From an optimization exercise on the open Yosys and OpenROAD flow, aimed at small area, a short achievable clock period and few clock cycles per item; shortcuts taken in it are not production practice. Only simulation tests tie the RTL to the original design; equivalence was not proved.

==> flow/design.v, too long to show whole: its modules and the start of the top module <==
// module coeff_calc: 479 lines
// module fir: 4938 lines
// module fir_fa: 4 lines
// module fir_ha: 4 lines
module fir(
  clock,
  reset,
  calculate,
  data_in,
  data_out,
  data_good
);
  // ...
==> flow/flow/run.sh <==
#!/bin/bash
set -euo pipefail
MARGIN=$(cat flow/margin.txt)
TNS=$(cat flow/tns.txt)
# synthesis exactly as standard.sh does it
bash standard.sh synth > synth.log 2>&1
# the remaining steps: the same make command with the repair target added
sed -e "s|CLKGATE_MAP_FILE= |CLKGATE_MAP_FILE= SETUP_SLACK_MARGIN=$MARGIN TNS_END_PERCENT=$TNS 'BUFFER_PORTS_ARGS=-buffer_cell sky130_fd_sc_hd__buf_4' |" \
    standard.sh > flow_layout.sh
bash flow_layout.sh finish > layout.log 2>&1
test -f out/final.def
==> flow/flow/margin.txt <==
8.2
==> flow/flow/tns.txt <==
100
==> flow/standard.sh <==
#!/bin/bash
# synth_recipe.tcl (not shown) runs the flow's synth.tcl, then flattens the netlist and writes it again
# the make line also repeats each setting of config.mk as NAME=value (left out here)
make -C /OpenROAD-flow-scripts/flow DESIGN_CONFIG=/design/flow/config.mk WORK_HOME=/design/flow/orfs CLKGATE_MAP_FILE= SYNTH_SCRIPT=/design/flow/synth_recipe.tcl "${@:-finish}"
==> flow/config.mk <==
export PLATFORM = sky130hd
export DESIGN_NAME = fir
export DESIGN_NICKNAME = fir
export VERILOG_FILES = /design/flow/design.v
export SDC_FILE = /design/flow/constraint.sdc
export NUM_CORES = 4
export LEC_CHECK = 0
export ABC_CLOCK_PERIOD_IN_PS = 2000
export CAP_MARGIN = 20
export CORE_MARGIN = 2
export CORE_UTILIZATION = 65
export SLEW_MARGIN = 20
export SYNTH_HIERARCHICAL = 1
==> flow/constraint.sdc <==
create_clock -name core_clock -period 13.0 [get_ports {clock}]
set_input_delay 2.6000 -clock core_clock [delete_from_list [all_inputs] [get_ports {clock}]]
set_output_delay 2.6000 -clock core_clock [all_outputs]
set_load 0.01 [all_outputs]
==> flow_summary_export.csv, run 1 <==
group,metric,value,unit
global_route,grt_pass1_wl,254000,um
global_route,grt_antenna_before_repair,0,
cells_and_area,fin_util,0.708,
cells_and_area,fillerInstances,7106,
synth,synth_mux_area_frac,0.00121,
global_route,grt_max_degree,193,
clocking,postCtsSetupBuffers,15,
route,met1_length,66300,um
synth,yosysMostFrequentCell,"fa_1",
route,drc_errors,0,
floorplanning,well_tap_count,1512,
floorplanning,fp.dieW,342,um
sta,tightestPinTransition,1340,ps
synth,syn_area,74300,sq um
place,portBuffers,23,
clocking,cts_resized,11,
global_route,grt.busiest_layer,"met2",
clocking,clkLatencyLatePin,710,ps
place,dp_hpwl,134000,um
synth,synthAdderAreaFrac,0.541,
run_status,outcome,"finished clean",
worst_setup_path,cp-endpoint,"Y1[6]",
floorplanning,die_h,342,um
worst_setup_path,cpMostUsedCell,"fa_2",
global_route,grt_use_met3,0.0599,
synth,synth_edf_count,1035,
cells_and_area,final_cell_area,80600,sq um
place,place_area,76500,sq um
route,route.antenna.remaining_nets,0,
Testbench counts, summed over its fixed seeds: cycles 4,000, items 4,000.
==> run 2, diff against run 1 <==
--- a/flow/design.v
+++ b/flow/design.v
@@ -886,17 +886,17 @@
   reg R8_15_1;
   reg R8_16_0;
   reg R8_16_1;
   reg R8_17_0;
   reg R8_17_1;
   reg R8_18_0;
   reg R8_21_0;
   reg [6:0] Y0, Y1;
-  reg G21, P21, G0;
+  reg C15;
   wire [9:0] nH61 = ~H61;
   wire [9:0] nH62 = ~H62;
   wire [9:0] nH63 = ~H63;
   wire [9:0] nH64 = ~H64;
   wire [9:0] nH65 = ~H65;
   wire [9:0] nH52 = ~H52;
   wire [9:0] nH57 = ~H57;
   wire [9:0] nH60 = ~H60;
@@ -4816,17 +4816,179 @@
   wire s1_s1957, s1_c1957;
   fir_ha u_s1_s1957 (.a(R2_18_0), .b(R2_18_1), .s(s1_s1957), .co(s1_c1957));
   wire s1_s1958, s1_c1958;
   fir_ha u_s1_s1958 (.a(R2_19_0), .b(R2_19_1), .s(s1_s1958), .co(s1_c1958));
   wire s1_s1959, s1_c1959;
   fir_ha u_s1_s1959 (.a(R2_20_0), .b(R2_20_1), .s(s1_s1959), .co(s1_c1959));
   wire s1_s1960, s1_c1960;
   fir_ha u_s1_s1960 (.a(R2_21_0), .b(R2_21_1), .s(s1_s1960), .co(s1_c1960));
-  wire [21:0] r1_sum = {s1_c1959, s1_c1958, s1_c1957, s1_c1956, s1_c1955, s1_c1954, s1_c1953, s1_c1952, s1_c1951, s1_c1950, s1_c1949, s1_c1948, s1_c1947, s1_c1946, s1_c1945, s1_c1944, s1_c1943, s1_c1942, s1_c1941, s1_c1940, s1_c1939, s1_s1922} + {s1_s1960, s1_s1959, s1_s1958, s1_s1957, s1_s1956, s1_s1955, s1_s1954, s1_s1953, s1_s1952, s1_s1951, s1_s1950, s1_s1949, s1_s1948, s1_s1947, s1_s1946, s1_s1945, s1_s1944, s1_s1943, s1_s1942, s1_s1941, s1_s1940, s1_s1939};
+  wire [21:0] r1_a = {s1_c1959, s1_c1958, s1_c1957, s1_c1956, s1_c1955, s1_c1954, s1_c1953, s1_c1952, s1_c1951, s1_c1950, s1_c1949, s1_c1948, s1_c1947, s1_c1946, s1_c1945, s1_c1944, s1_c1943, s1_c1942, s1_c1941, s1_c1940, s1_c1939, s1_s1922};
+  wire [21:0] r1_b = {s1_s1960, s1_s1959, s1_s1958, s1_s1957, s1_s1956, s1_s1955, s1_s1954, s1_s1953, s1_s1952, s1_s1951, s1_s1950, s1_s1949, s1_s1948, s1_s1947, s1_s1946, s1_s1945, s1_s1944, s1_s1943, s1_s1942, s1_s1941, s1_s1940, s1_s1939};
+  wire [21:0] r1_p = r1_a ^ r1_b;
+  wire [21:0] r1_g = r1_a & r1_b;
+  wire r1_g0_1 = r1_g[1] | (r1_p[1] & r1_g[0]);
+  wire r1_p0_1 = r1_p[1] & r1_p[0];
+  wire r1_g0_2 = r1_g[2] | (r1_p[2] & r1_g[1]);
+  wire r1_p0_2 = r1_p[2] & r1_p[1];
+  wire r1_g0_3 = r1_g[3] | (r1_p[3] & r1_g[2]);
+  wire r1_p0_3 = r1_p[3] & r1_p[2];
+  wire r1_g0_4 = r1_g[4] | (r1_p[4] & r1_g[3]);
+  wire r1_p0_4 = r1_p[4] & r1_p[3];
+  wire r1_g0_5 = r1_g[5] | (r1_p[5] & r1_g[4]);
+  wire r1_p0_5 = r1_p[5] & r1_p[4];
+  wire r1_g0_6 = r1_g[6] | (r1_p[6] & r1_g[5]);
+  wire r1_p0_6 = r1_p[6] & r1_p[5];
+  wire r1_g0_7 = r1_g[7] | (r1_p[7] & r1_g[6]);
+  wire r1_p0_7 = r1_p[7] & r1_p[6];
+  wire r1_g0_8 = r1_g[8] | (r1_p[8] & r1_g[7]);
+  wire r1_p0_8 = r1_p[8] & r1_p[7];
+  wire r1_g0_9 = r1_g[9] | (r1_p[9] & r1_g[8]);
+  wire r1_p0_9 = r1_p[9] & r1_p[8];
+  wire r1_g0_10 = r1_g[10] | (r1_p[10] & r1_g[9]);
+  wire r1_p0_10 = r1_p[10] & r1_p[9];
+  wire r1_g0_11 = r1_g[11] | (r1_p[11] & r1_g[10]);
+  wire r1_p0_11 = r1_p[11] & r1_p[10];
+  wire r1_g0_12 = r1_g[12] | (r1_p[12] & r1_g[11]);
+  wire r1_p0_12 = r1_p[12] & r1_p[11];
+  wire r1_g0_13 = r1_g[13] | (r1_p[13] & r1_g[12]);
+  wire r1_p0_13 = r1_p[13] & r1_p[12];
+  wire r1_g0_14 = r1_g[14] | (r1_p[14] & r1_g[13]);
+  wire r1_p0_14 = r1_p[14] & r1_p[13];
+  wire r1_g0_15 = r1_g[15] | (r1_p[15] & r1_g[14]);
+  wire r1_p0_15 = r1_p[15] & r1_p[14];
+  wire r1_g0_16 = r1_g[16] | (r1_p[16] & r1_g[15]);
+  wire r1_p0_16 = r1_p[16] & r1_p[15];
+  wire r1_g0_17 = r1_g[17] | (r1_p[17] & r1_g[16]);
+  wire r1_p0_17 = r1_p[17] & r1_p[16];
+  wire r1_g0_18 = r1_g[18] | (r1_p[18] & r1_g[17]);
+  wire r1_p0_18 = r1_p[18] & r1_p[17];
+  wire r1_g0_19 = r1_g[19] | (r1_p[19] & r1_g[18]);
+  wire r1_p0_19 = r1_p[19] & r1_p[18];
+  wire r1_g0_20 = r1_g[20] | (r1_p[20] & r1_g[19]);
+  wire r1_p0_20 = r1_p[20] & r1_p[19];
+  wire r1_g0_21 = r1_g[21] | (r1_p[21] & r1_g[20]);
+  wire r1_p0_21 = r1_p[21] & r1_p[20];
+  wire r1_g1_2 = r1_g0_2 | (r1_p0_2 & r1_g[0]);
+  wire r1_p1_2 = r1_p0_2 & r1_p[0];
+  wire r1_g1_3 = r1_g0_3 | (r1_p0_3 & r1_g0_1);
+  wire r1_p1_3 = r1_p0_3 & r1_p0_1;
+  wire r1_g1_4 = r1_g0_4 | (r1_p0_4 & r1_g0_2);
+  wire r1_p1_4 = r1_p0_4 & r1_p0_2;
+  wire r1_g1_5 = r1_g0_5 | (r1_p0_5 & r1_g0_3);
+  wire r1_p1_5 = r1_p0_5 & r1_p0_3;
+  wire r1_g1_6 = r1_g0_6 | (r1_p0_6 & r1_g0_4);
+  wire r1_p1_6 = r1_p0_6 & r1_p0_4;
+  wire r1_g1_7 = r1_g0_7 | (r1_p0_7 & r1_g0_5);
+  wire r1_p1_7 = r1_p0_7 & r1_p0_5;
+  wire r1_g1_8 = r1_g0_8 | (r1_p0_8 & r1_g0_6);
+  wire r1_p1_8 = r1_p0_8 & r1_p0_6;
+  wire r1_g1_9 = r1_g0_9 | (r1_p0_9 & r1_g0_7);
+  wire r1_p1_9 = r1_p0_9 & r1_p0_7;
+  wire r1_g1_10 = r1_g0_10 | (r1_p0_10 & r1_g0_8);
+  wire r1_p1_10 = r1_p0_10 & r1_p0_8;
+  wire r1_g1_11 = r1_g0_11 | (r1_p0_11 & r1_g0_9);
+  wire r1_p1_11 = r1_p0_11 & r1_p0_9;
+  wire r1_g1_12 = r1_g0_12 | (r1_p0_12 & r1_g0_10);
+  wire r1_p1_12 = r1_p0_12 & r1_p0_10;
+  wire r1_g1_13 = r1_g0_13 | (r1_p0_13 & r1_g0_11);
+  wire r1_p1_13 = r1_p0_13 & r1_p0_11;
+  wire r1_g1_14 = r1_g0_14 | (r1_p0_14 & r1_g0_12);
+  wire r1_p1_14 = r1_p0_14 & r1_p0_12;
+  wire r1_g1_15 = r1_g0_15 | (r1_p0_15 & r1_g0_13);
+  wire r1_p1_15 = r1_p0_15 & r1_p0_13;
+  wire r1_g1_16 = r1_g0_16 | (r1_p0_16 & r1_g0_14);
+  wire r1_p1_16 = r1_p0_16 & r1_p0_14;
+  wire r1_g1_17 = r1_g0_17 | (r1_p0_17 & r1_g0_15);
+  wire r1_p1_17 = r1_p0_17 & r1_p0_15;
+  wire r1_g1_18 = r1_g0_18 | (r1_p0_18 & r1_g0_16);
+  wire r1_p1_18 = r1_p0_18 & r1_p0_16;
+  wire r1_g1_19 = r1_g0_19 | (r1_p0_19 & r1_g0_17);
+  wire r1_p1_19 = r1_p0_19 & r1_p0_17;
+  wire r1_g1_20 = r1_g0_20 | (r1_p0_20 & r1_g0_18);
+  wire r1_p1_20 = r1_p0_20 & r1_p0_18;
+  wire r1_g1_21 = r1_g0_21 | (r1_p0_21 & r1_g0_19);
+  wire r1_p1_21 = r1_p0_21 & r1_p0_19;
+  wire r1_g2_4 = r1_g1_4 | (r1_p1_4 & r1_g[0]);
+  wire r1_p2_4 = r1_p1_4 & r1_p[0];
+  wire r1_g2_5 = r1_g1_5 | (r1_p1_5 & r1_g0_1);
+  wire r1_p2_5 = r1_p1_5 & r1_p0_1;
+  wire r1_g2_6 = r1_g1_6 | (r1_p1_6 & r1_g1_2);
+  wire r1_p2_6 = r1_p1_6 & r1_p1_2;
+  wire r1_g2_7 = r1_g1_7 | (r1_p1_7 & r1_g1_3);
+  wire r1_p2_7 = r1_p1_7 & r1_p1_3;
+  wire r1_g2_8 = r1_g1_8 | (r1_p1_8 & r1_g1_4);
+  wire r1_p2_8 = r1_p1_8 & r1_p1_4;
+  wire r1_g2_9 = r1_g1_9 | (r1_p1_9 & r1_g1_5);
+  wire r1_p2_9 = r1_p1_9 & r1_p1_5;
+  wire r1_g2_10 = r1_g1_10 | (r1_p1_10 & r1_g1_6);
+  wire r1_p2_10 = r1_p1_10 & r1_p1_6;
+  wire r1_g2_11 = r1_g1_11 | (r1_p1_11 & r1_g1_7);
+  wire r1_p2_11 = r1_p1_11 & r1_p1_7;
+  wire r1_g2_12 = r1_g1_12 | (r1_p1_12 & r1_g1_8);
+  wire r1_p2_12 = r1_p1_12 & r1_p1_8;
+  wire r1_g2_13 = r1_g1_13 | (r1_p1_13 & r1_g1_9);
+  wire r1_p2_13 = r1_p1_13 & r1_p1_9;
+  wire r1_g2_14 = r1_g1_14 | (r1_p1_14 & r1_g1_10);
+  wire r1_p2_14 = r1_p1_14 & r1_p1_10;
+  wire r1_g2_15 = r1_g1_15 | (r1_p1_15 & r1_g1_11);
+  wire r1_p2_15 = r1_p1_15 & r1_p1_11;
+  wire r1_g2_16 = r1_g1_16 | (r1_p1_16 & r1_g1_12);
+  wire r1_p2_16 = r1_p1_16 & r1_p1_12;
+  wire r1_g2_17 = r1_g1_17 | (r1_p1_17 & r1_g1_13);
+  wire r1_p2_17 = r1_p1_17 & r1_p1_13;
+  wire r1_g2_18 = r1_g1_18 | (r1_p1_18 & r1_g1_14);
+  wire r1_p2_18 = r1_p1_18 & r1_p1_14;
+  wire r1_g2_19 = r1_g1_19 | (r1_p1_19 & r1_g1_15);
+  wire r1_p2_19 = r1_p1_19 & r1_p1_15;
+  wire r1_g2_20 = r1_g1_20 | (r1_p1_20 & r1_g1_16);
+  wire r1_p2_20 = r1_p1_20 & r1_p1_16;
+  wire r1_g2_21 = r1_g1_21 | (r1_p1_21 & r1_g1_17);
+  wire r1_p2_21 = r1_p1_21 & r1_p1_17;
+  wire r1_g3_8 = r1_g2_8 | (r1_p2_8 & r1_g[0]);
+  wire r1_p3_8 = r1_p2_8 & r1_p[0];
+  wire r1_g3_9 = r1_g2_9 | (r1_p2_9 & r1_g0_1);
+  wire r1_p3_9 = r1_p2_9 & r1_p0_1;
+  wire r1_g3_10 = r1_g2_10 | (r1_p2_10 & r1_g1_2);
+  wire r1_p3_10 = r1_p2_10 & r1_p1_2;
+  wire r1_g3_11 = r1_g2_11 | (r1_p2_11 & r1_g1_3);
+  wire r1_p3_11 = r1_p2_11 & r1_p1_3;
+  wire r1_g3_12 = r1_g2_12 | (r1_p2_12 & r1_g2_4);
+  wire r1_p3_12 = r1_p2_12 & r1_p2_4;
+  wire r1_g3_13 = r1_g2_13 | (r1_p2_13 & r1_g2_5);
+  wire r1_p3_13 = r1_p2_13 & r1_p2_5;
+  wire r1_g3_14 = r1_g2_14 | (r1_p2_14 & r1_g2_6);
+  wire r1_p3_14 = r1_p2_14 & r1_p2_6;
+  wire r1_g3_15 = r1_g2_15 | (r1_p2_15 & r1_g2_7);
+  wire r1_p3_15 = r1_p2_15 & r1_p2_7;
+  wire r1_g3_16 = r1_g2_16 | (r1_p2_16 & r1_g2_8);
+  wire r1_p3_16 = r1_p2_16 & r1_p2_8;
+  wire r1_g3_17 = r1_g2_17 | (r1_p2_17 & r1_g2_9);
+  wire r1_p3_17 = r1_p2_17 & r1_p2_9;
+  wire r1_g3_18 = r1_g2_18 | (r1_p2_18 & r1_g2_10);
+  wire r1_p3_18 = r1_p2_18 & r1_p2_10;
+  wire r1_g3_19 = r1_g2_19 | (r1_p2_19 & r1_g2_11);
+  wire r1_p3_19 = r1_p2_19 & r1_p2_11;
+  wire r1_g3_20 = r1_g2_20 | (r1_p2_20 & r1_g2_12);
+  wire r1_p3_20 = r1_p2_20 & r1_p2_12;
+  wire r1_g3_21 = r1_g2_21 | (r1_p2_21 & r1_g2_13);
+  wire r1_p3_21 = r1_p2_21 & r1_p2_13;
+  wire r1_g4_16 = r1_g3_16 | (r1_p3_16 & r1_g[0]);
+  wire r1_p4_16 = r1_p3_16 & r1_p[0];
+  wire r1_g4_17 = r1_g3_17 | (r1_p3_17 & r1_g0_1);
+  wire r1_p4_17 = r1_p3_17 & r1_p0_1;
+  wire r1_g4_18 = r1_g3_18 | (r1_p3_18 & r1_g1_2);
+  wire r1_p4_18 = r1_p3_18 & r1_p1_2;
+  wire r1_g4_19 = r1_g3_19 | (r1_p3_19 & r1_g1_3);
+  wire r1_p4_19 = r1_p3_19 & r1_p1_3;
+  wire r1_g4_20 = r1_g3_20 | (r1_p3_20 & r1_g2_4);
+  wire r1_p4_20 = r1_p3_20 & r1_p2_4;
+  wire r1_g4_21 = r1_g3_21 | (r1_p3_21 & r1_g2_5);
+  wire r1_p4_21 = r1_p3_21 & r1_p2_5;
+  wire [21:0] r1_sum = {r1_p[21] ^ r1_g4_20, r1_p[20] ^ r1_g4_19, r1_p[19] ^ r1_g4_18, r1_p[18] ^ r1_g4_17, r1_p[17] ^ r1_g4_16, r1_p[16] ^ r1_g3_15, r1_p[15] ^ r1_g3_14, r1_p[14] ^ r1_g3_13, r1_p[13] ^ r1_g3_12, r1_p[12] ^ r1_g3_11, r1_p[11] ^ r1_g3_10, r1_p[10] ^ r1_g3_9, r1_p[9] ^ r1_g3_8, r1_p[8] ^ r1_g2_7, r1_p[7] ^ r1_g2_6, r1_p[6] ^ r1_g2_5, r1_p[5] ^ r1_g2_4, r1_p[4] ^ r1_g1_3, r1_p[3] ^ r1_g1_2, r1_p[2] ^ r1_g0_1, r1_p[1] ^ r1_g[0], r1_p[0]};
   wire [9:0] nH0 = ~H0;
   wire e_s1961, e_c1961;
   fir_ha u_e_s1961 (.a(H0[7]), .b(H0[5]), .s(e_s1961), .co(e_c1961));
   wire e_s1962, e_c1962;
   fir_fa u_e_s1962 (.a(H0[8]), .b(H0[6]), .c(nH0[4]), .s(e_s1962), .co(e_c1962));
   wire e_s1963, e_c1963;
   fir_fa u_e_s1963 (.a(H0[9]), .b(H0[7]), .c(nH0[5]), .s(e_s1963), .co(e_c1963));
   wire e_s1964, e_c1964;
@@ -5001,25 +5163,141 @@
   wire o_s2048, o_c2048;
   fir_fa u_o_s2048 (.a(data_in[9]), .b(o_c2029), .c(o_s2030), .s(o_s2048), .co(o_c2048));
   wire o_s2049, o_c2049;
   fir_fa u_o_s2049 (.a(R1_19_0), .b(e_c2000), .c(o_c2030), .s(o_s2049), .co(o_c2049));
   wire [14:0] lo_a = {o_c2043, o_c2042, o_c2041, o_c2040, o_c2039, o_c2038, o_c2037, o_c2036, o_c2035, o_c2034, o_c2033, o_c2032, o_c2031, data_in[0], H0[0]};
   wire [14:0] lo_b = {o_s2044, o_s2043, o_s2042, o_s2041, o_s2040, o_s2039, o_s2038, o_s2037, o_s2036, o_s2035, o_s2034, o_s2033, o_s2032, o_s2031, R1_0_0};
   wire [6:0] hi_a = {R1_21_0, R1_20_0, o_c2048, o_c2047, o_c2046, o_c2045, o_c2044};
   wire [6:0] hi_b = {1'b0, o_c2049, o_s2049, o_s2048, o_s2047, o_s2046, o_s2045};
-  wire [5:0] g0s = lo_a[4:0] + lo_b[4:0];
-  wire [5:0] g1s = lo_a[9:5] + lo_b[9:5];
-  wire [5:0] g2s = lo_a[14:10] + lo_b[14:10];
-  wire p1 = &(lo_a[9:5] ^ lo_b[9:5]);
-  wire p2 = &(lo_a[14:10] ^ lo_b[14:10]);
-  wire g21 = g2s[5] | (p2 & g1s[5]);
-  wire p21 = p2 & p1;
-  wire [6:0] hi0 = hi_a + hi_b;
-  wire [6:0] hi1 = hi_a + hi_b + 7'd1;
+  wire [14:0] lp = lo_a ^ lo_b;
+  wire [14:0] lg = lo_a & lo_b;
+  wire [6:0] hp = hi_a ^ hi_b;
+  wire [6:0] hg = hi_a & hi_b;
+  wire kl_g0_1 = lg[1] | (lp[1] & lg[0]);
+  wire kl_p0_1 = lp[1] & lp[0];
+  wire kl_g0_2 = lg[2] | (lp[2] & lg[1]);
+  wire kl_p0_2 = lp[2] & lp[1];
+  wire kl_g0_3 = lg[3] | (lp[3] & lg[2]);
+  wire kl_p0_3 = lp[3] & lp[2];
+  wire kl_g0_4 = lg[4] | (lp[4] & lg[3]);
+  wire kl_p0_4 = lp[4] & lp[3];
+  wire kl_g0_5 = lg[5] | (lp[5] & lg[4]);
+  wire kl_p0_5 = lp[5] & lp[4];
+  wire kl_g0_6 = lg[6] | (lp[6] & lg[5]);
+  wire kl_p0_6 = lp[6] & lp[5];
+  wire kl_g0_7 = lg[7] | (lp[7] & lg[6]);
+  wire kl_p0_7 = lp[7] & lp[6];
+  wire kl_g0_8 = lg[8] | (lp[8] & lg[7]);
+  wire kl_p0_8 = lp[8] & lp[7];
+  wire kl_g0_9 = lg[9] | (lp[9] & lg[8]);
+  wire kl_p0_9 = lp[9] & lp[8];
+  wire kl_g0_10 = lg[10] | (lp[10] & lg[9]);
+  wire kl_p0_10 = lp[10] & lp[9];
+  wire kl_g0_11 = lg[11] | (lp[11] & lg[10]);
+  wire kl_p0_11 = lp[11] & lp[10];
+  wire kl_g0_12 = lg[12] | (lp[12] & lg[11]);
+  wire kl_p0_12 = lp[12] & lp[11];
+  wire kl_g0_13 = lg[13] | (lp[13] & lg[12]);
+  wire kl_p0_13 = lp[13] & lp[12];
+  wire kl_g0_14 = lg[14] | (lp[14] & lg[13]);
+  wire kl_p0_14 = lp[14] & lp[13];
+  wire kl_g1_2 = kl_g0_2 | (kl_p0_2 & lg[0]);
+  wire kl_p1_2 = kl_p0_2 & lp[0];
+  wire kl_g1_3 = kl_g0_3 | (kl_p0_3 & kl_g0_1);
+  wire kl_p1_3 = kl_p0_3 & kl_p0_1;
+  wire kl_g1_4 = kl_g0_4 | (kl_p0_4 & kl_g0_2);
+  wire kl_p1_4 = kl_p0_4 & kl_p0_2;
+  wire kl_g1_5 = kl_g0_5 | (kl_p0_5 & kl_g0_3);
+  wire kl_p1_5 = kl_p0_5 & kl_p0_3;
+  wire kl_g1_6 = kl_g0_6 | (kl_p0_6 & kl_g0_4);
+  wire kl_p1_6 = kl_p0_6 & kl_p0_4;
+  wire kl_g1_7 = kl_g0_7 | (kl_p0_7 & kl_g0_5);
+  wire kl_p1_7 = kl_p0_7 & kl_p0_5;
+  wire kl_g1_8 = kl_g0_8 | (kl_p0_8 & kl_g0_6);
+  wire kl_p1_8 = kl_p0_8 & kl_p0_6;
+  wire kl_g1_9 = kl_g0_9 | (kl_p0_9 & kl_g0_7);
+  wire kl_p1_9 = kl_p0_9 & kl_p0_7;
+  wire kl_g1_10 = kl_g0_10 | (kl_p0_10 & kl_g0_8);
+  wire kl_p1_10 = kl_p0_10 & kl_p0_8;
+  wire kl_g1_11 = kl_g0_11 | (kl_p0_11 & kl_g0_9);
+  wire kl_p1_11 = kl_p0_11 & kl_p0_9;
+  wire kl_g1_12 = kl_g0_12 | (kl_p0_12 & kl_g0_10);
+  wire kl_p1_12 = kl_p0_12 & kl_p0_10;
+  wire kl_g1_13 = kl_g0_13 | (kl_p0_13 & kl_g0_11);
+  wire kl_p1_13 = kl_p0_13 & kl_p0_11;
+  wire kl_g1_14 = kl_g0_14 | (kl_p0_14 & kl_g0_12);
+  wire kl_p1_14 = kl_p0_14 & kl_p0_12;
+  wire kl_g2_4 = kl_g1_4 | (kl_p1_4 & lg[0]);
+  wire kl_p2_4 = kl_p1_4 & lp[0];
+  wire kl_g2_5 = kl_g1_5 | (kl_p1_5 & kl_g0_1);
+  wire kl_p2_5 = kl_p1_5 & kl_p0_1;
+  wire kl_g2_6 = kl_g1_6 | (kl_p1_6 & kl_g1_2);
+  wire kl_p2_6 = kl_p1_6 & kl_p1_2;
+  wire kl_g2_7 = kl_g1_7 | (kl_p1_7 & kl_g1_3);
+  wire kl_p2_7 = kl_p1_7 & kl_p1_3;
+  wire kl_g2_8 = kl_g1_8 | (kl_p1_8 & kl_g1_4);
+  wire kl_p2_8 = kl_p1_8 & kl_p1_4;
+  wire kl_g2_9 = kl_g1_9 | (kl_p1_9 & kl_g1_5);
+  wire kl_p2_9 = kl_p1_9 & kl_p1_5;
+  wire kl_g2_10 = kl_g1_10 | (kl_p1_10 & kl_g1_6);
+  wire kl_p2_10 = kl_p1_10 & kl_p1_6;
+  wire kl_g2_11 = kl_g1_11 | (kl_p1_11 & kl_g1_7);
+  wire kl_p2_11 = kl_p1_11 & kl_p1_7;
+  wire kl_g2_12 = kl_g1_12 | (kl_p1_12 & kl_g1_8);
+  wire kl_p2_12 = kl_p1_12 & kl_p1_8;
+  wire kl_g2_13 = kl_g1_13 | (kl_p1_13 & kl_g1_9);
+  wire kl_p2_13 = kl_p1_13 & kl_p1_9;
+  wire kl_g2_14 = kl_g1_14 | (kl_p1_14 & kl_g1_10);
+  wire kl_p2_14 = kl_p1_14 & kl_p1_10;
+  wire kl_g3_8 = kl_g2_8 | (kl_p2_8 & lg[0]);
+  wire kl_p3_8 = kl_p2_8 & lp[0];
+  wire kl_g3_9 = kl_g2_9 | (kl_p2_9 & kl_g0_1);
+  wire kl_p3_9 = kl_p2_9 & kl_p0_1;
+  wire kl_g3_10 = kl_g2_10 | (kl_p2_10 & kl_g1_2);
+  wire kl_p3_10 = kl_p2_10 & kl_p1_2;
+  wire kl_g3_11 = kl_g2_11 | (kl_p2_11 & kl_g1_3);
+  wire kl_p3_11 = kl_p2_11 & kl_p1_3;
+  wire kl_g3_12 = kl_g2_12 | (kl_p2_12 & kl_g2_4);
+  wire kl_p3_12 = kl_p2_12 & kl_p2_4;
+  wire kl_g3_13 = kl_g2_13 | (kl_p2_13 & kl_g2_5);
+  wire kl_p3_13 = kl_p2_13 & kl_p2_5;
+  wire kl_g3_14 = kl_g2_14 | (kl_p2_14 & kl_g2_6);
+  wire kl_p3_14 = kl_p2_14 & kl_p2_6;
+  wire kh_g0_1 = hg[1] | (hp[1] & hg[0]);
+  wire kh_p0_1 = hp[1] & hp[0];
+  wire kh_g0_2 = hg[2] | (hp[2] & hg[1]);
+  wire kh_p0_2 = hp[2] & hp[1];
+  wire kh_g0_3 = hg[3] | (hp[3] & hg[2]);
+  wire kh_p0_3 = hp[3] & hp[2];
+  wire kh_g0_4 = hg[4] | (hp[4] & hg[3]);
+  wire kh_p0_4 = hp[4] & hp[3];
+  wire kh_g0_5 = hg[5] | (hp[5] & hg[4]);
+  wire kh_p0_5 = hp[5] & hp[4];
+  wire kh_g0_6 = hg[6] | (hp[6] & hg[5]);
+  wire kh_p0_6 = hp[6] & hp[5];
+  wire kh_g1_2 = kh_g0_2 | (kh_p0_2 & hg[0]);
+  wire kh_p1_2 = kh_p0_2 & hp[0];
+  wire kh_g1_3 = kh_g0_3 | (kh_p0_3 & kh_g0_1);
+  wire kh_p1_3 = kh_p0_3 & kh_p0_1;
+  wire kh_g1_4 = kh_g0_4 | (kh_p0_4 & kh_g0_2);
+  wire kh_p1_4 = kh_p0_4 & kh_p0_2;
+  wire kh_g1_5 = kh_g0_5 | (kh_p0_5 & kh_g0_3);
+  wire kh_p1_5 = kh_p0_5 & kh_p0_3;
+  wire kh_g1_6 = kh_g0_6 | (kh_p0_6 & kh_g0_4);
+  wire kh_p1_6 = kh_p0_6 & kh_p0_4;
+  wire kh_g2_4 = kh_g1_4 | (kh_p1_4 & hg[0]);
+  wire kh_p2_4 = kh_p1_4 & hp[0];
+  wire kh_g2_5 = kh_g1_5 | (kh_p1_5 & kh_g0_1);
+  wire kh_p2_5 = kh_p1_5 & kh_p0_1;
+  wire kh_g2_6 = kh_g1_6 | (kh_p1_6 & kh_g1_2);
+  wire kh_p2_6 = kh_p1_6 & kh_p1_2;
+  wire c15 = kl_g3_14;
+  wire [6:0] hi0 = {hp[6] ^ kh_g2_5, hp[5] ^ kh_g2_4, hp[4] ^ kh_g1_3, hp[3] ^ kh_g1_2, hp[2] ^ kh_g0_1, hp[1] ^ hg[0], hp[0]};
+  wire [6:0] hi1 = {hp[6] ^ (kh_g2_5 | kh_p2_5), hp[5] ^ (kh_g2_4 | kh_p2_4), hp[4] ^ (kh_g1_3 | kh_p1_3), hp[3] ^ (kh_g1_2 | kh_p1_2), hp[2] ^ (kh_g0_1 | kh_p0_1), hp[1] ^ (hg[0] | hp[0]), ~hp[0]};
   always @(posedge clock) begin
     if (shift) begin
       H0 <= clearing ? 10'h3ff : ~data_in;
       H1 <= H0;
       H2 <= H1;
       H3 <= H2;
       H4 <= H3;
       H5 <= H4;
@@ -5401,23 +5679,20 @@
       R8_17_0 <= s8_c259;
       R8_17_1 <= s8_s260;
       R8_18_0 <= s8_c260;
       R8_21_0 <= 1'b1;
     end
     if (calculate) begin
       Y0  <= hi0;
       Y1  <= hi1;
-      G21 <= g21;
-      P21 <= p21;
-      G0  <= g0s[5];
+      C15 <= c15;
     end
   end
-  wire c15 = G21 | (P21 & G0);
-  wire [6:0] y_hi = c15 ? Y1 : Y0;
+  wire [6:0] y_hi = C15 ? Y1 : Y0;
   assign data_out = {{3{y_hi[6]}}, y_hi};
 endmodule
 module fir_fa(input a, input b, input c, output s, output co);
   assign s = a ^ b ^ c;
   assign co = (a & b) | (a & c) | (b & c);
 endmodule
 module fir_ha(input a, input b, output s, output co);
   assign s = a ^ b;
==> run 2 against run 1 <==
Non-clock buffer count fell by 8; cell area barely moved; largest cell class unchanged; highest routed layer unchanged.
==> flow_summary_export.csv, run 2 <==
group,metric,value,unit
route,drt-total-wl,163000,um
route,route.vias.total,32900,
floorplanning,initial_core_util,0.657,
place,portBuffers,23,
min_path,hp-class,"register to register",
min_path,hold_depth,0,
synth,syn_nets,5824,
worst_setup_path,criticalPathCategory,"primary input to register",
synth,synth_ff_type,"edfxtp_1",
global_route,grt_antenna_before_repair,1,
cells_and_area,final_common_cell,"fa_1",
synth,yosys_register_bits,1041,
synth,avgSynthCellArea,19.9,sq um
synth,yosysSeqAreaShare,0.421,
worst_setup_path,r2r_cells,12,
cells_and_area,area_growth_syn_to_layout,8.56,%
cells_and_area,nets,5983,
route,topRoutingLayerUsed,"met4",
route,route.antenna.remaining_nets,0,
synth,syn_area,74200,sq um
global_route,grt_pass1_wl,253000,um
place,dp_hpwl,135000,um
floorplanning,core,113000,sq um
floorplanning,io_pins,24,
sta,slew_violations,0,
cells_and_area,final_cell_area,80600,sq um
synth,synth_edf_count,1033,
floorplanning,die_h,342,um
clocking,clk_pin_slew,60,ps
route,vias_per_cell,6.00,
cells_and_area,fin_util,0.713,
clocking,cts_max_path_buffers,3,
floorplanning,fp.dieW,342,um
route,first_iter_violations,3174,
synth,netlist.area_leader.share,0.506,
worst_setup_path,max_stage_delay,530,ps
worst_setup_path,worstPathBufferInverterCount,1,
synth,synth_area_leader_cell,"fa_1",
place,place_congestion,0.958,
synth,synth_common_cells,"fa_1, edfxtp_1, inv_1",
sta,skew,32.3,ps
worst_setup_path,cpMostUsedCell,"fa_1",
clocking,htreeDepth,3,
sta,slew_headroom,0.386,
route,met1_length,67400,um
sta,tightestPinTransition,921,ps
cells_and_area,fillerInstances,6979,
synth,synth-warning-count,7,
worst_setup_path,worstPathRequired,13440,ps
global_route,grt_pass1_vias,39500,
place,place_area,76400,sq um
global_route,track_usage,0.303,
cells_and_area,antenna_cells,0,
place,dp.cells,5250,
floorplanning,core.rowCount,123,
run,maxCapViolCount,0,
run_status,outcome,"finished clean",
route,wl_per_cell,29.8,um
sta,grt_setup_unrepaired,"false",
global_route,overflow,0,
cells_and_area,drive_gt1_frac,0.0708,
floorplanning,die-area,117000,sq um
synth,synth_area_leaders,"fa_1, edfxtp_1, ha_1, inv_1, xnor2_1",
worst_setup_path,cpMaxStageDelayCell,"fa_1",
synth,synthArstFlopShare,0.00768,
synth,syn_inst,3726,
worst_setup_path,crit_chain,"buf_4, fa_1, fa_1, fa_1, ha_1, a21o_1, a21o_1, a221oi_4, o21ai_2",
worst_setup_path,cp.depth,9,
clocking,clkSinkCount,1041,
clocking,cts_tree,"yes",
worst_setup_path,cp-start-kind,"primary input",
sta,setup_tns,0,ps
clocking,clkLatencyLatePin,710,ps
clocking,cts_buffers,112,
clocking,cts-root-buf,"clkbuf_16",
global_route,grt_max_degree,165,
route,dr_wl_met2,81000,um
worst_setup_path,crit_family,"adder cells",
route,drc_errors,0,
route,firstDrtPassIters,7,
cells_and_area,layoutNonFillerInstCount,5481,
worst_setup_path,endpoint_kind,"register",
worst_setup_path,arrival,5210,ps
clocking,hold_buffers,0,
sta,fmax,0.210,GHz
worst_setup_path,crit_fanout,4,
cells_and_area,final_cell_mix,"fa_1, edfxtp_1, inv_1",
sta,period_share,0.367,
synth,ys_types,50,
synth,yosysMostFrequentCell,"fa_1",
sta,hold_violations,0,
route,wl_met3,10600,um
sta,finalWorstPathRequiredPeriod,4770,ps
sta,setup_viol,0,
==> run 2: stage by stage <==
step	worst slack, ps	hold WS, ps
after floorplan	2610	400
after global placement	7390	403
after detailed placement	7230	405
after CTS	8240	416
after global routing	8200	427
final	8230	412
==> run 2: timing repair <==
| item | CTS | global route |
|---|---|---|
| setup endpoints to repair | 275 | 433 |
| gates cloned | 0 | 1 |
| buffers inserted | 15 | 5 |
| gates resized for setup | 4 | 12 |
| pin swaps | 0 | 6 |
==> run 2: worst reg2reg max path: cells and delay by family, from the launching register on <==
kind | cells | cell delay [ps]
flip-flops | 1 | 420
buffers and inverters | 1 | 180
adder cells (fa/ha/maj) | 7 | 3220
AO/OA/AOI/OAI | 4 | 590
==> run 2: modules after synthesis, one instance, submodules excluded <==
module	copies in the design	flops+latches
fir	1	1041
fir_ha	156	0
fir_fa	1874	0
==> run 2: area by class of cell <==
type                            instances  area (sq um)  share of cell area
Multi-Input combinational cell       2296         41700               0.517
Tap cell                             1500          1880              0.0233
Sequential cell                      1041         31200               0.387
Clock inverter                         84           993              0.0123
Clock buffer                          126          2920              0.0362
Inverter                              383          1450              0.0180
Timing Repair Buffer                   51           469             0.00582
==> run 2: cells by family (layout without fill, tap and decap cells) <==
| group | after synthesis | in the layout | synth area share |
|---|---|---|---|
| compound gates | 78 | 78 | 0.00716 |
| xor+xnor | 35 | 35 | 0.00413 |
| fa+ha+maj | 2085 | 2085 | 0.541 |
| buf+inv | 390 | 644 | 0.0199 |
| flops | 1041 | 1041 | 0.421 |
| mux | 8 | 8 | 0.00121 |
| other cells | 1 | 1 | 0.0000505 |
| simple gates | 88 | 89 | 0.00585 |
==> run 2: per-layer routing <==
layer	global-route usage	up-vias
li1	-	12700
met1	0.462	18800
met2	0.475	1155
met3	0.0519	203
met4	0.0717	0
met5	0	-
==> run 2: path summary, 6_finish.rpt <==
| kind | start | to | slack (ps) |
|---|---|---|---|
| max | data_in[6] | C15 | 8230 |
| min | R5_20_0 | R4_20_0 | 410 |
| max reg2reg | H0[8] | C15 | 8340 |
| min reg2reg | R5_20_0 | R4_20_0 | 410 |
| max in group asynchronous | reset | clearing | 11090 |
| min in group asynchronous | reset | clr_cnt[2] | 1700 |
Testbench counts of run 2, summed over its fixed seeds: cycles 4,000, items 4,000.
==> run 3, diff against run 2 <==
==> flow/flow/margin.txt (replaced) <==
8.5
==> run 3 against run 2 <==
Critical path type unchanged; final cell count rose by 1.6%; critical endpoint is now Y1[6]; still clean; global-route usage rose by 0.34 points; utilization rose by 0.81 points; setup slack improved by 21 ps; non-clock buffer count rose by 86; wire length rose by 0.98%; maximum frequency rose by 0.44%; first-iteration DRC count fell by 8.2%.
==> flow_summary_export.csv, run 3 <==
group,metric,value,unit
synth,syn_area,74200,sq um
place,dp_hpwl,134000,um
place,place_area,76400,sq um
synth,synth-warning-count,7,
place,portBuffers,23,
global_route,grt_pass1_wl,255000,um
sta,grt_setup_unrepaired,"true",
floorplanning,core.rowCount,123,
worst_setup_path,regToRegStartpoint,"H0[3]",
worst_setup_path,r2r_setup_slack,8380,ps
worst_setup_path,r2r_cells,16,
cells_and_area,area_growth_syn_to_layout,9.79,%
clocking,cts_max_path_buffers,3,
floorplanning,core,113000,sq um
worst_setup_path,crit_fanout,2,
place,place_congestion,0.957,
worst_setup_path,cp-start-kind,"primary input",
global_route,overflow,0,
global_route,grt_util_met2,0.483,
place,dp_slack,7390,ps
global_route,grt_use_met3,0.0563,
synth,syn_inst,3726,
global_route,grt.busiest_layer,"met2",
floorplanning,initial_core_util,0.657,
route,drt-total-wl,165000,um
clocking,clkLatencyLatePin,730,ps
floorplanning,die-area,117000,sq um
run_status,outcome,"finished clean",
clocking,clkSinkCount,1041,
synth,synth_area_leader_cell,"fa_1",
cells_and_area,drive_gt1_frac,0.100,
route,first_iter_violations,2914,
clocking,htreeDepth,3,
sta,slew_violations,0,
sta,setup_tns,0,ps
route,route.vias.total,33200,
route,drc_errors,0,
worst_setup_path,rr_endpoint,"Y1[6]",
synth,netlist.area_leader.share,0.506,
global_route,grt_pass1_vias,39800,
sta,period_share,0.366,
cells_and_area,fillerInstances,6903,
sta,fmax,0.210,GHz
cells_and_area,multi_input_area,41800,sq um
synth,synth_area_leaders,"fa_1, edfxtp_1, ha_1, inv_1, xnor2_1",
cells_and_area,final_cell_mix,"fa_1, edfxtp_1, inv_1",
sta,tightestPinTransition,1040,ps
route,route.antenna.remaining_nets,0,
route,wl_per_cell,29.6,um
cells_and_area,antenna_cells,0,
floorplanning,die_h,342,um
worst_setup_path,criticalPathCategory,"primary input to register",
min_path,whs_endpoint,"R4_20_0",
min_path,hold_depth,0,
synth,avgSynthCellArea,19.9,sq um
global_route,grt_antenna_before_repair,0,
floorplanning,io_pins,24,
synth,yosysSeqAreaShare,0.421,
clocking,cts_tree,"yes",
synth,ys_types,50,
floorplanning,fp.dieW,342,um
synth,synth_common_cells,"fa_1, edfxtp_1, inv_1",
global_route,grt_util_met1,0.464,
synth,yosysMostFrequentCell,"fa_1",
worst_setup_path,worstPathRequired,13450,ps
synth,syn_nets,5824,
synth,synth_ff_type,"edfxtp_1",
route,firstDrtPassIters,7,
sta,setup_ws,8250,ps
synth,synthArstFlopShare,0.00768,
global_route,grt_max_degree,96,
route,vias_per_cell,5.96,
min_path,min-delay-start,"R5_20_0",
clocking,hold_buffers,0,
cells_and_area,seqCellArea,31200,sq um
sta,setup_viol,0,
cells_and_area,final_common_cell,"fa_1",
synth,synth_edf_count,1033,
min_path,hp-class,"register to register",
clocking,clk_pin_slew,60,ps
sta,finalWorstPathRequiredPeriod,4750,ps
worst_setup_path,arrival,5200,ps
synth,yosys_register_bits,1041,
run,maxCapViolCount,0,
global_route,track_usage,0.306,
clocking,cts-root-buf,"clkbuf_16",
sta,hold_violations,0,
cells_and_area,final_cell_area,81500,sq um
sta,skew,45.0,ps
cells_and_area,nets,6070,
sta,slew_headroom,0.305,
worst_setup_path,endpoint_kind,"register",
clocking,cts_buffers,113,
==> run 3: how the worst max path moves through the flow <==
stage | start | to | cells after the start
finish | data_in[7] | Y1[6] | 14
global route | data_in[7] | Y1[6] | 14
CTS | data_in[7] | Y1[6] | 14
detailed placement | calculate | H24[2] | 4
global placement | data_in[6] | C15 | 9
floorplan | calculate | H0[0] | 1
==> run 3: cell type report <==
class / count / share of cell area
clock buffers: 138 / 0.0365
clock inverters: 73 / 0.0116
inverters: 383 / 0.0183
multi-input cells: 2296 / 0.513
flip-flops and latches: 1041 / 0.383
well taps: 1500 / 0.0230
repair buffers: 137 / 0.0146
==> run 3: cell families after synthesis <==
logic type,synth area share
buffers and inverters,0.0199
XOR/XNOR,0.00413
multiplexers,0.00121
flip-flops,0.421
AO/OA/AOI/OAI,0.00716
AND/OR/NAND/NOR,0.00585
other,0.0000505
adder cells (fa/ha/maj),0.541
==> run 3: metal layers <==
metal | wire [um] | up-vias
li1 | - | 12800
met1 | 67800 | 19100
met2 | 82800 | 1088
met3 | 10500 | 195
met4 | 3750 | 0
met5 | 0 | -
==> run 3: Yosys stat by module, one instance, submodules excluded <==
module | times used | cell area (sq um) | cells
fir | 1 | 34800 | 1696
fir_fa | 1874 | 20.0 | 1
fir_ha | 156 | 12.5 | 1
==> run 3: what timing repair did <==
item,in CTS,in global routing
gates resized for setup,25,60
endpoints found under the setup margin,410,246
pin swaps,11,43
setup buffers,37,64
gates cloned,2,1
==> run 3: through the flow <==
stage,hold slack (ps),std cells,util
detailed placement,406,5253,0.677
global placement,403,5253,0.677
global route,427,5568,0.721
finish,417,5568,0.721
CTS,419,5503,0.715
floorplan,400,3726,-
==> run 3: worst max-delay path: stages <==
cell and delay [ps]:
buf_12 100, inv_12 30, fa_2 340, fa_2 350
fa_2 570, ha_4 140, inv_2 30, fa_2 350
nor2b_2 140, o21ai_2 80, nand3b_1 140, a21o_1 120
a21oi_1 70, xnor2_1 130
==> run 4, diff against run 3 <==
==> flow/flow/margin.txt (replaced) <==
8.2
--- a/flow/config.mk
+++ b/flow/config.mk
@@ -8,6 +8,6 @@
 export ABC_CLOCK_PERIOD_IN_PS = 2000
 export CAP_MARGIN = 20
 export CORE_MARGIN = 2
-export CORE_UTILIZATION = 65
+export CORE_UTILIZATION = 75
 export SLEW_MARGIN = 20
 export SYNTH_HIERARCHICAL = 1
==> run 4 against run 3 <==
Utilization increased by 9.5 points; global-route usage increased by 5.1 points; critical path depth unchanged; maximum frequency decreased by 0.45%; final cell count decreased by 5.3%; flip-flop and latch count unchanged; highest routed layer unchanged; sequential share of layout area increased by 0.61 points; worst hold slack got worse by 4.2 ps; wire length increased by 1.1%.
==> flow_summary_export.csv, run 4 <==
group,metric,value,unit
run_status,outcome,"finished clean",
sta,slew_violations,0,
route,firstDrtPassIters,5,
sta,slew_headroom,0.481,
worst_setup_path,cpMaxStageDelayCell,"fa_2",
route,dr_wl_met2,84600,um
synth,synth_mux_area_frac,0.00121,
synth,syn_inst,3726,
route,topRoutingLayerUsed,"met4",
clocking,hold_buffers,0,
sta,period_share,0.367,
synth,synthAdderAreaFrac,0.541,
clocking,clkLatencyLatePin,710,ps
clocking,cts_max_path_buffers,3,
clocking,htreeDepth,3,
route,first_iter_violations,3718,
sta,tightestPinTransition,778,ps
floorplanning,core.rowCount,115,
place,place_congestion,0.986,
clocking,clkSinkCount,1041,
route,route.vias.total,34000,
synth,yosysMostFrequentCell,"fa_1",
sta,finalWorstPathRequiredPeriod,4770,ps
route,met1_length,62800,um
sta,setup_tns,0,ps
synth,synth_common_cells,"fa_1, edfxtp_1, inv_1",
route,vias_per_cell,6.45,
floorplanning,fp.dieW,319,um
clocking,cts_buffers,110,
min_path,hp-class,"register to register",
synth,synth_area_leaders,"fa_1, edfxtp_1, ha_1, inv_1, xnor2_1",
min_path,min-delay-start,"H16[7]",
floorplanning,die_h,319,um
floorplanning,io_pins,24,
synth,yosys_register_bits,1041,
floorplanning,initial_core_util,0.755,
cells_and_area,area_growth_syn_to_layout,8.05,%
synth,synth_compound_area_frac,0.00716,
sta,setup_viol,0,
synth,synthXorXnorAreaFrac,0.00413,
synth,synth_edf_count,1033,
sta,hold_violations,0,
worst_setup_path,endpoint_kind,"register",
route,drt-total-wl,167000,um
global_route,track_usage,0.358,
synth,avgSynthCellArea,19.9,sq um
worst_setup_path,regToRegStartpoint,"H0[3]",
clocking,cts_tree,"yes",
worst_setup_path,cpMostUsedCell,"fa_2",
min_path,whs_endpoint,"H17[7]",
clocking,clk_pin_slew,60,ps
cells_and_area,nets,5987,
sta,skew,24.9,ps
min_path,hold_depth,0,
synth,syn_area,74200,sq um
synth,synth_ff_type,"edfxtp_1",
synth,synth-warning-count,7,
place,dp_hpwl,133000,um
synth,synth_top_family_by_area,"adder cells",
global_route,grt_max_degree,203,
floorplanning,die-area,102000,sq um
worst_setup_path,rr_endpoint,"Y1[6]",
worst_setup_path,cp-start-kind,"primary input",
synth,syn_nets,5824,
global_route,grt_pass1_wl,258000,um
global_route,grt_antenna_before_repair,1,
synth,netlist.area_leader.share,0.506,
synth,synthArstFlopShare,0.00768,
cells_and_area,fillerInstances,4662,
run,maxCapViolCount,0,
worst_setup_path,r2r_cells,16,
place,portBuffers,23,
worst_setup_path,arrival,5220,ps
worst_setup_path,worstPathRequired,13450,ps
worst_setup_path,crit_fanout,4,
synth,ys_types,50,
route,route.antenna.remaining_nets,0,
global_route,grt_pass1_vias,40800,
global_route,overflow,0,
route,wl_met3,14000,um
worst_setup_path,r2r_setup_slack,8280,ps
cells_and_area,fin_util,0.816,
cells_and_area,final_common_cell,"fa_1",
sta,grt_setup_unrepaired,"true",
synth,synth-simple-area-share,0.00585,
floorplanning,core,98300,sq um
route,wl_per_cell,31.6,um
worst_setup_path,crit_chain,"buf_12, inv_12, fa_2, fa_2, fa_2, ha_4, inv_2, fa_2, nor2b_1, o21ai_1, nand3b_1, a21o_1, a21oi_1, xnor2_1",
sta,fmax,0.209,GHz
worst_setup_path,max_stage_delay,580,ps
cells_and_area,final_cell_mix,"fa_1, edfxtp_1, inv_1",
clocking,cts-root-buf,"clkbuf_16",
worst_setup_path,criticalPathCategory,"primary input to register",
cells_and_area,drive_gt1_frac,0.0685,
synth,yosysSeqAreaShare,0.421,
route,drc_errors,0,
synth,synth_area_leader_cell,"fa_1",
run 4: cell types whose count changed in the layout (fill, tap and decap cells not counted), moves of 5 or more:
cell / delta
buf_4: -76
buf_6: -8
clkbuf_1: -10
clkinv_1: +7
clkinv_2: +7
clkinvlp_4: -5
fa_1: +21
fa_2: -21
ha_1: +11
ha_4: -7
inv_1: +15
inv_2: -5
run 4: cell type report:
cell class / instances / area [sq um] / area share
Antenna cell: 1 / 2.50 / 0.0000312
Tap cell: 1287 / 1610 / 0.0201
Inverter: 383 / 1450 / 0.0181
Timing Repair Buffer: 57 / 631 / 0.00786
Sequential cell: 1041 / 31200 / 0.389
Clock inverter: 85 / 860 / 0.0107
Clock buffer: 122 / 2820 / 0.0351
Multi-Input combinational cell: 2296 / 41600 / 0.519
run 4: worst max-delay path by stage:
| stage | to | slack (ps) | depth (start not counted) | startpoint |
|---|---|---|---|---|
| 2_1_floorplan | H0[0] | 2610 | 1 | calculate |
| 3_3_place_gp | H23[2] | 6910 | 5 | calculate |
| 3_5_place_dp | H23[2] | 6720 | 5 | calculate |
| 4_1_cts | Y1[6] | 8230 | 14 | data_in[7] |
| 5_1_grt | Y0[6] | 8170 | 16 | H0[3] |
| 6_report | Y1[6] | 8230 | 14 | data_in[7] |
run 4: Yosys stat by module (local to each module, per instance):
module  cell area [sq um]  cells inside
fir                 34800          1696
fir_fa               20.0             1
fir_ha               12.5             1
run 4: worst max-delay path, delay by kind of cell:
family	cells	cell delay, ps
AO/OA/AOI/OAI	3	290
XOR/XNOR	1	130
adder cells (fa/ha/maj)	5	1760
buffers and inverters	3	170
AND/OR/NAND/NOR	2	260
run 4: cell families after synthesis:
family	Yosys count
compound gates	78
buf+inv	390
fa+ha+maj	2085
mux	8
xor+xnor	35
simple gates	88
flops	1041
other cells	1
run 4: stage by stage:
stage / cell area, sq um / hold WS [ps] / std cells / worst slack [ps]
global route: 80200 / 422 / 5271 / 8170
floorplan: 74300 / 400 / 3726 / 2610
detailed placement: 76200 / 405 / 5038 / 6720
global placement: 76200 / 402 / 5038 / 6910
CTS: 80100 / 416 / 5262 / 8230
finish: 80200 / 413 / 5272 / 8230
run 4: repair_timing:
action | 4_1_cts | 5_1_grt
pin swaps | 2 | 3
gates cloned | 4 | 0
endpoints found under the setup margin | 507 | 295
resized for setup | 8 | 11
setup buffers | 13 | 8
run 4: routing by layer:
metal,vias up,track usage
met5,-,0
met3,319,0.0721
li1,12700,-
met1,19300,0.527
met2,1778,0.570
met4,0,0.100
==> run 5, diff against run 4 <==
--- a/flow/config.mk
+++ b/flow/config.mk
@@ -8,6 +8,8 @@
 export ABC_CLOCK_PERIOD_IN_PS = 2000
 export CAP_MARGIN = 20
 export CORE_MARGIN = 2
-export CORE_UTILIZATION = 75
+export CORE_UTILIZATION = 65
+export CTS_CLUSTER_DIAMETER = 100
+export CTS_CLUSTER_SIZE = 30
 export SLEW_MARGIN = 20
 export SYNTH_HIERARCHICAL = 1
==> run 5 against run 4 <==
Die area up 15%; sequential share of layout area up 1.0 points; cell area down 2.5%; register-to-register slack better by 60 ps; critical path depth unchanged; critical path type unchanged.
==> flow_summary_export.csv, run 5 <==
group,metric,value,unit
floorplanning,initial_core_util,0.657,
sta,hold_ws,433,ps
synth,syn_inst,3726,
route,route.antenna.remaining_nets,0,
sta,slew_headroom,0.395,
cells_and_area,fillerInstances,7234,
route,route.vias.total,32300,
worst_setup_path,endpoint_kind,"register",
sta,hold_violations,0,
sta,fmax,0.211,GHz
cells_and_area,final_common_cell,"fa_1",
cells_and_area,drive_gt1_frac,0.0427,
synth,netlist.area_leader.share,0.506,
clocking,clkLatencyLatePin,710,ps
min_path,hp-class,"register to register",
sta,grt_setup_unrepaired,"true",
route,drt-total-wl,161000,um
route,drc_errors,0,
global_route,grt_antenna_before_repair,0,
place,place_congestion,0.958,
sta,tightestPinTransition,908,ps
floorplanning,core,113000,sq um
synth,synth_area_leaders,"fa_1, edfxtp_1, ha_1, inv_1, xnor2_1",
clocking,cts-root-buf,"clkbuf_16",
global_route,grt_max_degree,165,
global_route,grt_pass1_vias,38700,
floorplanning,fp.dieW,342,um
synth,synth_area_leader_cell,"fa_1",
run,maxCapViolCount,0,
sta,slew_violations,0,
synth,synth_ff_type,"edfxtp_1",
cells_and_area,area_growth_syn_to_layout,5.34,%
route,vias_per_cell,6.03,
worst_setup_path,r2r_cells,8,
cells_and_area,nets,5918,
floorplanning,die_h,342,um
synth,synth_common_cells,"fa_1, edfxtp_1, inv_1",
synth,syn_area,74200,sq um
worst_setup_path,crit_fanout,4,
place,portBuffers,23,
clocking,clk_pin_slew,120,ps
clocking,cts_max_path_buffers,3,
place,dp_slack,7230,ps
sta,setup_viol,0,
route,firstDrtPassIters,5,
global_route,overflow,0,
route,wl_per_cell,30.1,um
floorplanning,core.rowCount,123,
cells_and_area,final_cell_mix,"fa_1, edfxtp_1, inv_1",
sta,setup_tns,0,ps
worst_setup_path,criticalPathCategory,"primary input to register",
worst_setup_path,worstPathRequired,13450,ps
floorplanning,io_pins,24,
synth,yosys_register_bits,1041,
global_route,grt_pass1_wl,249000,um
run_status,outcome,"finished clean",
clocking,cts_tree,"yes",
synth,synth-warning-count,7,
synth,ys_types,50,
synth,synth_edf_count,1033,
route,first_iter_violations,3099,
sta,finalWorstPathRequiredPeriod,4730,ps
clocking,cts_buffers,47,
synth,avgSynthCellArea,19.9,sq um
synth,yosysMostFrequentCell,"fa_1",
sta,skew,42.4,ps
worst_setup_path,arrival,5180,ps
clocking,htreeDepth,2,
floorplanning,die-area,117000,sq um
sta,setup_ws,8270,ps
synth,syn_nets,5824,
global_route,track_usage,0.298,
clocking,clkSinkCount,1041,
clocking,hold_buffers,0,
synth,yosysSeqAreaShare,0.421,
worst_setup_path,cp-start-kind,"primary input",
cells_and_area,antenna_cells,0,
min_path,hold_depth,0,
place,dp_hpwl,135000,um
synth,synthArstFlopShare,0.00768,
sta,period_share,0.364,
-- run 5: cell counts after synthesis --
Identical to the previous run, type by type.
-- run 5: cell type report --
cell class | count | area, sq um | share of cell area
clock buffers | 47 | 1180 | 0.0150
clock inverters | 27 | 359 | 0.00459
inverters | 383 | 1450 | 0.0185
multi-input cells | 2296 | 41600 | 0.532
flip-flops and latches | 1041 | 31200 | 0.399
well taps | 1500 | 1880 | 0.0240
repair buffers | 51 | 482 | 0.00616
-- run 5: worst max-delay path, stage by stage --
cell and delay, ps:
buf_12 110, inv_12 30, fa_2 330, fa_2 340
fa_2 570, ha_4 140, inv_2 30, fa_2 350
nor2b_1 120, o21ai_1 90, nand3b_1 130, a21o_1 120
a21oi_1 70, xnor2_1 130
-- run 5: final timing paths --
| kind | endpoint | slack (ps) | from |
|---|---|---|---|
| setup / recovery | Y1[6] | 8270 | data_in[7] |
| hold / removal | H17[0] | 430 | H16[0] |
| min in group asynchronous | clr_cnt[1] | 1710 | reset |
| max in group asynchronous | clearing | 11090 | reset |
| hold reg to reg | H17[0] | 430 | H16[0] |
| setup reg to reg | R5_9_1 | 8340 | H29[5] |
-- run 5: per-layer routing --
layer / vias up / routed length, um / share of wire / track usage
met5: - / 0 / 0 / 0
met4: 0 / 3190 / 0.020 / 0.0563
met3: 150 / 9900 / 0.061 / 0.0437
met2: 1074 / 80800 / 0.50 / 0.476
met1: 18600 / 67100 / 0.42 / 0.458
li1: 12400 / - / - / -
-- run 5: logic make-up after synthesis --
logic type                 share of synthesized area
AOI/OAI and AO/OA                            0.00716
DFF                                            0.421
buffers and inverters                         0.0199
other                                      0.0000505
xor gates and xnor gates                     0.00413
and+or+nand+nor                              0.00585
muxes                                        0.00121
adders and majority gates                      0.541
-- run 5: through the flow --
stage / area, sq um / cells / utilization
finish: 78200 / 5345 / 0.692
detailed placement: 76400 / 5250 / 0.677
CTS: 78100 / 5339 / 0.692
global placement: 76400 / 5250 / 0.677
global route: 78200 / 5345 / 0.692
floorplan: 74300 / 3726 / -
-- run 5: Yosys stat by module, one instance, submodules excluded --
module	cells	flip-flops and latches
fir	1696	1041
fir_fa	1	0
fir_ha	1	0
-- run 5: repair_timing --
item                                    in CTS  in global routing
endpoints found under the setup margin     291                498
buffers inserted                            15                  5
pin swaps                                    0                  5
cloned                                       0                  1
gates resized for setup                      4                 11
==> run 6, diff against run 5 <==
--- a/flow/config.mk
+++ b/flow/config.mk
@@ -10,6 +10,6 @@
 export CORE_MARGIN = 2
 export CORE_UTILIZATION = 65
 export CTS_CLUSTER_DIAMETER = 100
-export CTS_CLUSTER_SIZE = 30
+export CTS_CLUSTER_SIZE = 24
 export SLEW_MARGIN = 20
 export SYNTH_HIERARCHICAL = 1
==> run 6 against run 5 <==
Flip-flop and latch count is the same; clock-buffer cell count grew 14; register-to-register slack is essentially flat; wire length is essentially flat; non-clock buffer count grew 5; die area is the same; global-route usage grew 0.072 points; synthesized area is the same; critical path type unchanged; largest cell class unchanged.
==> flow_summary_export.csv, run 6 <==
group,metric,value,unit
synth,synth_common_cells,"fa_1, edfxtp_1, inv_1",
sta,period_share,0.366,
synth,synth_edf_count,1033,
sta,fmax,0.210,GHz
cells_and_area,fillerInstances,7228,
global_route,overflow,0,
route,drt-total-wl,161000,um
synth,netlist.area_leader.share,0.506,
route,route.vias.total,32300,
sta,setup_viol,0,
synth,yosys_register_bits,1041,
synth,ys_types,50,
sta,finalWorstPathRequiredPeriod,4750,ps
cells_and_area,antenna_cells,0,
clocking,clkSinkCount,1041,
global_route,grt_max_degree,165,
clocking,hold_buffers,0,
global_route,grt_pass1_wl,249000,um
clocking,clk_pin_slew,90,ps
run,maxCapViolCount,0,
synth,synth_area_leader_cell,"fa_1",
sta,setup_ws,8250,ps
sta,tightestPinTransition,915,ps
sta,grt_setup_unrepaired,"true",
cells_and_area,nets,5929,
clocking,clkLatencyLatePin,700,ps
route,firstDrtPassIters,5,
sta,slew_violations,0,
floorplanning,die-area,117000,sq um
synth,synth-warning-count,7,
route,drc_errors,0,
clocking,cts_max_path_buffers,3,
worst_setup_path,crit_chain,"buf_12, inv_12, fa_2, fa_2, fa_2, ha_4, inv_2, fa_2, nor2b_1, o21ai_1, nand3b_1, a21o_1, a21oi_1, xnor2_1",
worst_setup_path,endpoint_kind,"register",
synth,synth_area_leaders,"fa_1, edfxtp_1, ha_1, inv_1, xnor2_1",
worst_setup_path,cp-start-kind,"primary input",
clocking,cts_buffers,53,
worst_setup_path,cpMostUsedCell,"fa_2",
worst_setup_path,max_stage_delay,570,ps
floorplanning,fp.dieW,342,um
sta,hold_violations,0,
place,portBuffers,23,
global_route,grt_pass1_vias,38800,
synth,syn_nets,5824,
synth,yosysSeqAreaShare,0.421,
sta,hold_ws,427,ps
cells_and_area,final_cell_mix,"fa_1, edfxtp_1, inv_1",
place,dp_slack,7230,ps
route,wl_per_cell,30.1,um
min_path,hp-class,"register to register",
synth,synth_ff_type,"edfxtp_1",
place,place_congestion,0.958,
sta,setup_tns,0,ps
cells_and_area,final_common_cell,"fa_1",
route,first_iter_violations,3145,
synth,avgSynthCellArea,19.9,sq um
route,vias_per_cell,6.03,
global_route,grt_antenna_before_repair,2,
worst_setup_path,cpMaxStageDelayCell,"fa_2",
run_status,outcome,"finished clean",
clocking,cts_tree,"yes",
cells_and_area,area_growth_syn_to_layout,5.43,%
clocking,htreeDepth,2,
worst_setup_path,worstPathRequired,13430,ps
sta,skew,33.6,ps
clocking,cts-root-buf,"clkbuf_16",
cells_and_area,layoutNonFillerInstCount,5353,
synth,synthArstFlopShare,0.00768,
floorplanning,die_h,342,um
route,route.antenna.remaining_nets,0,
floorplanning,core,113000,sq um
floorplanning,core.rowCount,123,
place,dp_hpwl,135000,um
synth,syn_inst,3726,
cells_and_area,drive_gt1_frac,0.0441,
place,dp.cells,5250,
worst_setup_path,crit_fanout,4,
synth,syn_area,74200,sq um
worst_setup_path,criticalPathCategory,"primary input to register",
worst_setup_path,arrival,5180,ps
floorplanning,initial_core_util,0.657,
synth,yosysMostFrequentCell,"fa_1",
floorplanning,io_pins,24,
sta,slew_headroom,0.390,
global_route,track_usage,0.299,
-- run 6: cell count changes in the layout (fill, tap and decap cells not counted), moves of 2 or more --
cell | previous run | this run
clkinv_1 | 5 | 1
buf_4 | 41 | 46
inv_12 | 3 | 1
clkbuf_1 | 0 | 6
clkinv_16 | 3 | 0
clkbuf_16 | 47 | 55
inv_16 | 3 | 0
-- run 6: area by class of cell --
cell class / count / area (sq um) / share of cell area
sequential: 1041 / 31200 / 0.399
clock inverter: 16 / 154 / 0.00197
inverter: 383 / 1450 / 0.0185
timing repair buffer: 56 / 519 / 0.00663
multi-input combinational: 2296 / 41600 / 0.532
tap: 1500 / 1880 / 0.0240
clock buffer: 61 / 1400 / 0.0179
-- run 6: cell families (layout without fill, tap and decap cells) --
group,after synthesis,after routing,synth area share
adder cells (fa/ha/maj),2085,2085,0.541
XOR/XNOR,35,35,0.00413
AND/OR/NAND/NOR,88,89,0.00585
flip-flops,1041,1041,0.421
AO/OA/AOI/OAI,78,78,0.00716
buffers and inverters,390,516,0.0199
other,1,1,0.0000505
multiplexers,8,8,0.00121
-- run 6: stage by stage --
step	utilization	cell area, sq um
floorplan	-	74300
global placement	0.677	76400
detailed placement	0.677	76400
CTS	0.692	78100
global route	0.693	78300
finish	0.693	78300
-- run 6: path summary, 6_finish.rpt --
kind                       startpoint    endpoint  slack [ps]  cells after the start
setup / recovery           data_in[7]       Y1[6]        8250                     14
hold / removal                 H16[0]      H17[0]         430                      0
setup reg to reg                H0[6]         C15        8340                     11
hold reg to reg                H16[0]      H17[0]         430                      0
max in group asynchronous       reset    clearing       11070                      1
min in group asynchronous       reset  clr_cnt[1]        1720                      1
-- run 6: routing by layer --
layer	routed length (um)	part of all wire	track usage
met4	3570	0.022	0.0626
met1	66300	0.41	0.459
met5	15	0.000093	0
met2	80500	0.50	0.472
met3	10500	0.065	0.0456
-- run 6: repair_timing --
action,CTS,global route
setup endpoints to repair,236,460
pin swaps,0,5
setup buffers,15,10
resized for setup,4,11
cloned,0,1
-- run 6: worst max-delay path, delay by kind of cell --
family                     cells  cell delay [ps]
adders and majority gates      5             1730
AOI/OAI and AO/OA              3              280
and+or+nand+nor                2              250
buffers and inverters          3              170
xor gates and xnor gates       1              130
-- run 6: Yosys stat by module (local to each module, per instance) --
module | cells | times used | flip-flops and latches
fir | 1696 | 1 | 1041
fir_fa | 1 | 1874 | 0
fir_ha | 1 | 156 | 0

-- static timing again, ports no longer ideal --
The flow's constraints put no driver on any port. The routed layouts listed below were extracted and timed again, unchanged, in two steps. Step 1 assumes that a clkbuf_16 drives the clock port and a buf_2 every other input. Step 2 times the ports against the registers' clock, not the clock port: input delays grow and output delays shrink by t, the midpoint of the rising clock arrivals with the driver on. Slacks: ideal ports / drivers / drivers and shift; pairs: ideal ports / drivers.
run | t, ns | setup WS [ns] | worst hold slack (ns) | worst setup path at the end
run 1 | 0.776 | 8.055 / 8.063 / 7.286 | 0.420 / 0.420 / 0.420 | input to register
run 2 | 0.767 | 8.227 / 8.272 / 7.505 | 0.412 / 0.412 / 0.412 | input to register
run 3 | 0.778 | 8.248 / 8.253 / 7.475 | 0.417 / 0.417 / 0.417 | input to register
run 4 | 0.771 | 8.227 / 8.237 / 7.466 | 0.413 / 0.413 / 0.413 | input to register
run 5 | 0.764 | 8.266 / 8.266 / 7.502 | 0.433 / 0.433 / 0.433 | input to register
run 6 | 0.758 | 8.246 / 8.245 / 7.487 | 0.427 / 0.427 / 0.427 | input to register
After both steps every run listed still meets setup and hold. The setup slack of run 3, which loses most, moves by +0.005 ns with the drivers and by -0.773 ns with both steps.
